This is an optimization exercise on Yosys and OpenROAD, whose aim is a short achievable clock period and few clock cycles, not a production implementation. Only simulation tests tie the RTL to the original design; equivalence was not proved. Power is estimated from default activity; no workload was simulated.

the reference run:
## mips_single_cycle
module mips_single_cycle (
    input  wire        clk,
    input  wire        rst,
    output wire [31:0] imem_addr,
    input  wire [31:0] imem_rdata,
    output wire        dmem_we,
    output wire [31:0] dmem_addr,
    output wire [31:0] dmem_wdata,
    input  wire [31:0] dmem_rdata
);
Size in the first run: ~4600 cells after synthesis, ~1400 flip-flops, roughly 70000 um2 of cells after synthesis.
==> module mips_single_cycle, before the edit <==
module mips_single_cycle (
    input  wire        clk,
    input  wire        rst,
    output wire [31:0] imem_addr,
    input  wire [31:0] imem_rdata,
    output wire        dmem_we,
    output wire [31:0] dmem_addr,
    output wire [31:0] dmem_wdata,
    input  wire [31:0] dmem_rdata
);
    localparam OP_R = 6'b000000, OP_LW = 6'b100011, OP_SW = 6'b101011,
               OP_BEQ = 6'b000100, OP_ADDI = 6'b001000, OP_J = 6'b000010;
    reg  [31:0] pc;
    reg         valid_d;
    reg  [31:0] ir_d, pc4_d, ra_d, rb_d;
    reg         se_s, sw_s, sx_s, sr_s;
    reg         se_t, sw_t, sx_t, sr_t;
    reg         valid_e;
    reg  [31:0] a_e, b_e, sd_e, bt_e, ad_e;
    reg         add_e, sub_e, and_e, or_e, slt_e;
    reg         wr_e, ld_e, st_e, br_e;
    reg  [4:0]  rd_e;
    reg  [31:0] res_w;
    reg         wr_w;
    reg  [4:0]  rd_w;
    reg  [31:0] res_x;
    wire [31:0] sum, diff;
    ks_add #(32) add_s(a_e, b_e, 1'b0, sum);
    ks_add #(32) add_d(a_e, ~b_e, 1'b1, diff);
    wire        lt   = (a_e[31] & ~b_e[31]) | (~(a_e[31] ^ b_e[31]) & diff[31]);
    wire [31:0] alu  = ({32{add_e}} & sum) | ({32{sub_e}} & diff) |
                       ({32{and_e}} & (a_e & b_e)) | ({32{or_e}} & (a_e | b_e)) |
                       {31'b0, slt_e & lt};
    wire [31:0] res_e   = ld_e ? dmem_rdata : alu;
    wire        redir_e = valid_e & br_e & (a_e == b_e);
    wire [5:0]  op_d  = ir_d[31:26];
    wire [5:0]  fn_d  = ir_d[5:0];
    wire [4:0]  rs_d  = ir_d[25:21];
    wire [4:0]  rt_d  = ir_d[20:16];
    wire [4:0]  rdf_d = ir_d[15:11];
    wire [31:0] imm_d = {{16{ir_d[15]}}, ir_d[15:0]};
    wire is_r    = op_d == OP_R;
    wire is_lw   = op_d == OP_LW;
    wire is_sw   = op_d == OP_SW;
    wire is_beq  = op_d == OP_BEQ;
    wire is_addi = op_d == OP_ADDI;
    wire imm0    = ir_d[15:0] == 16'd0;
    wire same    = rs_d == rt_d;
    wire beq_d   = is_beq & ~imm0;
    wire [4:0] dst_d = is_r ? rdf_d : rt_d;
    wire wr_d    = (is_r | is_lw | is_addi) & (dst_d != 5'd0);
    wire r_add = is_r & (fn_d == 6'b100000);
    wire r_sub = is_r & (fn_d == 6'b100010);
    wire r_or  = is_r & (fn_d == 6'b100101);
    wire r_slt = is_r & (fn_d == 6'b101010);
    wire r_and = is_r & ~r_add & ~r_sub & ~r_or & ~r_slt;
    wire stall = valid_d & (is_lw | is_sw) & se_s;
    wire [31:0] rs_wx = ({32{sw_s}} & res_w) | ({32{sx_s}} & res_x) | ({32{sr_s}} & ra_d);
    wire [31:0] rt_wx = ({32{sw_t}} & res_w) | ({32{sx_t}} & res_x) | ({32{sr_t}} & rb_d);
    wire [31:0] rs_val = se_s ? res_e : rs_wx;
    wire [31:0] rt_val = se_t ? res_e : rt_wx;
    wire        alusrc = is_addi;
    wire [31:0] b_val  = (se_t & ~alusrc) ? res_e : (alusrc ? imm_d : rt_wx);
    wire        zdep   = add_e & ((se_s & (rt_d == 5'd0)) | (se_t & (rs_d == 5'd0)));
    wire [31:0] hx     = a_e ^ b_e;
    wire        sum0   = ~hx[0] & (hx[31:1] == (a_e[30:0] | b_e[30:0]));
    wire        redir_d = valid_d & ~redir_e & beq_d & (same | (zdep & sum0));
    wire        br_d   = beq_d & ~same & ~zdep;
    wire [31:0] ad_d;
    agu_add add_a(rs_wx, ir_d[15:0], ad_d);
    wire [4:0]  rs_f = imem_rdata[25:21];
    wire [4:0]  rt_f = imem_rdata[20:16];
    wire [31:0] rf1, rf2;
    register_file RF(clk, wr_w, rs_f, rt_f, rd_w, res_w, rf1, rf2);
    wire        wr_dv = valid_d & wr_d;
    wire        fe_s = wr_dv & (rs_f == dst_d);
    wire        fw_s = ~fe_s & wr_e & (rs_f == rd_e);
    wire        fx_s = ~fe_s & ~fw_s & wr_w & (rs_f == rd_w);
    wire        fr_s = ~fe_s & ~fw_s & ~fx_s & (rs_f != 5'd0);
    wire        fe_t = wr_dv & (rt_f == dst_d);
    wire        fw_t = ~fe_t & wr_e & (rt_f == rd_e);
    wire        fx_t = ~fe_t & ~fw_t & wr_w & (rt_f == rd_w);
    wire        fr_t = ~fe_t & ~fw_t & ~fx_t & (rt_f != 5'd0);
    wire [31:0] pc4;
    ks_add #(32) add_p(pc, 32'd4, 1'b0, pc4);
    wire        j_f   = imem_rdata[31:26] == OP_J;
    wire [31:0] jt_f  = {pc4[31:28], imem_rdata[25:0], 2'b00};
    wire [31:0] bt_d;
    ks_add #(32) add_b(pc4_d, {imm_d[29:0], 2'b00}, 1'b0, bt_d);
    wire [31:0] pc_f  = stall ? pc : j_f ? jt_f : pc4;
    wire [31:0] pc_next = redir_e ? bt_e : redir_d ? bt_d : pc_f;
    always @(posedge clk or posedge rst) begin
        if (rst) begin
            pc      <= 32'd0;
            valid_d <= 1'b0;
            valid_e <= 1'b0;
            wr_e <= 1'b0; ld_e <= 1'b0; st_e <= 1'b0; br_e <= 1'b0;
            wr_w <= 1'b0;
        end else begin
            pc <= pc_next;
            if (redir_e | redir_d) valid_d <= 1'b0;
            else if (!stall)       valid_d <= 1'b1;
            if (redir_e | stall | ~valid_d) begin
                valid_e <= 1'b0;
                wr_e <= 1'b0; ld_e <= 1'b0; st_e <= 1'b0; br_e <= 1'b0;
            end else begin
                valid_e <= 1'b1;
                wr_e <= wr_d; ld_e <= is_lw; st_e <= is_sw; br_e <= br_d;
            end
            wr_w <= wr_e;
        end
    end
    always @(posedge clk) begin
        if (stall) begin
            ra_d <= rs_wx;
            rb_d <= rt_wx;
            se_s <= 1'b0; sw_s <= se_s; sx_s <= 1'b0; sr_s <= ~se_s;
            se_t <= 1'b0; sw_t <= se_t; sx_t <= 1'b0; sr_t <= ~se_t;
        end else begin
            ir_d  <= imem_rdata;
            pc4_d <= pc4;
            ra_d  <= rf1;
            rb_d  <= rf2;
            se_s <= fe_s; sw_s <= fw_s; sx_s <= fx_s; sr_s <= fr_s;
            se_t <= fe_t; sw_t <= fw_t; sx_t <= fx_t; sr_t <= fr_t;
        end
        a_e   <= rs_val;
        b_e   <= b_val;
        sd_e  <= rt_val;
        bt_e  <= bt_d;
        ad_e  <= ad_d;
        rd_e  <= dst_d;
        add_e <= r_add | alusrc;
        sub_e <= r_sub;
        and_e <= r_and;
        or_e  <= r_or;
        slt_e <= r_slt;
        res_w <= res_e;
        rd_w  <= rd_e;
        res_x <= res_w;
    end
    assign imem_addr  = pc;
    assign dmem_we    = st_e;
    assign dmem_addr  = ad_e;
    assign dmem_wdata = sd_e;
endmodule
export LEC_CHECK = 0
export ABC_CLOCK_PERIOD_IN_PS = 2000
export CAP_MARGIN = 20
export CORE_MARGIN = 2
export CORE_UTILIZATION = 45
export SETUP_SLACK_MARGIN = 5.0
export SLEW_MARGIN = 20
create_clock -name core_clock -period 8.0 [get_ports {clk}]
standard.sh (not shown) runs the stock make flow with config.mk's settings and CLKGATE_MAP_FILE= SYNTH_SCRIPT=/design/flow/synth_recipe.tcl, a recipe that flattens the netlist after the stock synthesis.
==> flow/flow/run.sh <==
#!/bin/bash
# Standard ORFS layout (the standard.sh: unchanged synthesis script and
# registers), with three changes to how the layout is made:
#  - Yosys's full/half-adder extraction is skipped (ADDER_MAP_FILE empty),
#    so ABC maps the adders as plain logic;
#  - the resizer may change a cell's footprint when it resizes it
#    (MATCH_CELL_FOOTPRINT 0);
#  - every input and output port still gets a buffer, a buf_8 rather than
#    the default choice.
set -euo pipefail
bash standard.sh ADDER_MAP_FILE= MATCH_CELL_FOOTPRINT=0 \
    "BUFFER_PORTS_ARGS=-buffer_cell sky130_fd_sc_hd__buf_8" finish > make_finish.log 2>&1
The reference run: no failed stages, no open violations at the end
Testbench counts of the reference run, summed over its fixed seeds: cycles 45,562.
diff inputs: the reference run => the trial run
--- a/flow/design.v
+++ b/flow/design.v
@@ -200,21 +200,9 @@
     wire [4:0]  rt_d  = ir_d[20:16];
     wire [4:0]  rdf_d = ir_d[15:11];
     wire [31:0] imm_d = {{16{ir_d[15]}}, ir_d[15:0]};
-    wire is_r    = op_d == OP_R;
-    wire is_lw   = op_d == OP_LW;
-    wire is_sw   = op_d == OP_SW;
-    wire is_beq  = op_d == OP_BEQ;
-    wire is_addi = op_d == OP_ADDI;
-    wire imm0    = ir_d[15:0] == 16'd0;
-    wire same    = rs_d == rt_d;
-    wire beq_d   = is_beq & ~imm0;
-    wire [4:0] dst_d = is_r ? rdf_d : rt_d;
-    wire wr_d    = (is_r | is_lw | is_addi) & (dst_d != 5'd0);
-    wire r_add = is_r & (fn_d == 6'b100000);
-    wire r_sub = is_r & (fn_d == 6'b100010);
-    wire r_or  = is_r & (fn_d == 6'b100101);
-    wire r_slt = is_r & (fn_d == 6'b101010);
-    wire r_and = is_r & ~r_add & ~r_sub & ~r_or & ~r_slt;
+    reg  is_r, is_lw, is_sw, is_addi, beq_d, same, rs0_d, rt0_d, wr_d;
+    reg  r_add, r_sub, r_or, r_slt, r_and;
+    reg  [4:0] dst_d;
     wire stall = valid_d & (is_lw | is_sw) & se_s;
     wire [31:0] rs_wx = ({32{sw_s}} & res_w) | ({32{sx_s}} & res_x) | ({32{sr_s}} & ra_d);
     wire [31:0] rt_wx = ({32{sw_t}} & res_w) | ({32{sx_t}} & res_x) | ({32{sr_t}} & rb_d);
@@ -222,7 +210,7 @@
     wire [31:0] rt_val = se_t ? res_e : rt_wx;
     wire        alusrc = is_addi;
     wire [31:0] b_val  = (se_t & ~alusrc) ? res_e : (alusrc ? imm_d : rt_wx);
-    wire        zdep   = add_e & ((se_s & (rt_d == 5'd0)) | (se_t & (rs_d == 5'd0)));
+    wire        zdep   = add_e & ((se_s & rt0_d) | (se_t & rs0_d));
     wire [31:0] hx     = a_e ^ b_e;
     wire        sum0   = ~hx[0] & (hx[31:1] == (a_e[30:0] | b_e[30:0]));
     wire        redir_d = valid_d & ~redir_e & beq_d & (same | (zdep & sum0));
@@ -231,6 +219,16 @@
     agu_add add_a(rs_wx, ir_d[15:0], ad_d);
     wire [4:0]  rs_f = imem_rdata[25:21];
     wire [4:0]  rt_f = imem_rdata[20:16];
+    wire [5:0]  op_f    = imem_rdata[31:26];
+    wire [5:0]  fn_f    = imem_rdata[5:0];
+    wire        f_r     = op_f == OP_R;
+    wire        f_lw    = op_f == OP_LW;
+    wire        f_addi  = op_f == OP_ADDI;
+    wire [4:0]  f_dst   = f_r ? imem_rdata[15:11] : rt_f;
+    wire        f_radd  = f_r & (fn_f == 6'b100000);
+    wire        f_rsub  = f_r & (fn_f == 6'b100010);
+    wire        f_ror   = f_r & (fn_f == 6'b100101);
+    wire        f_rslt  = f_r & (fn_f == 6'b101010);
     wire [31:0] rf1, rf2;
     register_file RF(clk, wr_w, rs_f, rt_f, rd_w, res_w, rf1, rf2);
     wire        wr_dv = valid_d & wr_d;
@@ -279,6 +277,21 @@
             se_t <= 1'b0; sw_t <= se_t; sx_t <= 1'b0; sr_t <= ~se_t;
         end else begin
             ir_d  <= imem_rdata;
+            is_r    <= f_r;
+            is_lw   <= f_lw;
+            is_sw   <= op_f == OP_SW;
+            is_addi <= f_addi;
+            beq_d   <= (op_f == OP_BEQ) & (imem_rdata[15:0] != 16'd0);
+            same    <= rs_f == rt_f;
+            rs0_d   <= rs_f == 5'd0;
+            rt0_d   <= rt_f == 5'd0;
+            dst_d   <= f_dst;
+            wr_d    <= (f_r | f_lw | f_addi) & (f_dst != 5'd0);
+            r_add   <= f_radd;
+            r_sub   <= f_rsub;
+            r_or    <= f_ror;
+            r_slt   <= f_rslt;
+            r_and   <= f_r & ~f_radd & ~f_rsub & ~f_ror & ~f_rslt;
             pc4_d <= pc4;
             ra_d  <= rf1;
             rb_d  <= rf2;
Notes after the runs:
In summary, the trial run completed successfully, with a layout that passed the timing, DRC and antenna checks.
Between the reference run and the trial run, the flow reports cell total after placement decreasing by a few percent.
Maximum number of pins on one net before global-route repair ended up 35 lower on the trial run than on the reference run.
~same number of enable-type register cells in the synthesized netlist in the trial run and the reference run
Comparing the reference run with the trial run, the cell internal power dissipation came out essentially unchanged.
Taking the reference run as the reference, in the trial run via count of the first global-routing pass has decreased; initial antenna violation count grew by 3; wire length on met1 lost about 0.66%; hold slack down 0.053 ns.
Per the comparison of the trial run with the reference run, post-detailed-routing wire length shrank by 3300 um, first-pass GRT wire length shrank by about 0.8%.
Summary — maximum fanout count along the critical path, the trial run relative to the reference run: lower, by 5.
Relative to the reference run, the final clock period utilization by the worst path of the trial run is higher by 0.24 points.
Testbench counts of the trial run, summed over its fixed seeds: cycles 45,562.

re-timing with driven ports:
In the flow no input, the clock included, has a driving cell. The finished layouts below were timed again as built, in two steps.
Step 1, drivers: a clkbuf_16 drives clk and a buf_2 each remaining input, both assumed.
Step 2 also shifts input and output timing later by t, the mid clock arrival at the registers, as if the neighbouring blocks saw the same clock.
a / b / c = ideal / step 1 / step 2; a / b = the first two.
run | t, ns | slack for setup (ns) | latest minus earliest clock arrival (ns)
the reference run | 0.889 | 4.620 / 4.620 / 3.805 | 0.031 / 0.031
the trial run | 0.877 | 4.601 / 4.601 / 3.801 | 0.025 / 0.025
After both steps every run listed still meets setup and hold. For the reference run, which loses most, drivers alone change the setup slack by 0.000 ns; drivers and shift together by -0.815 ns.
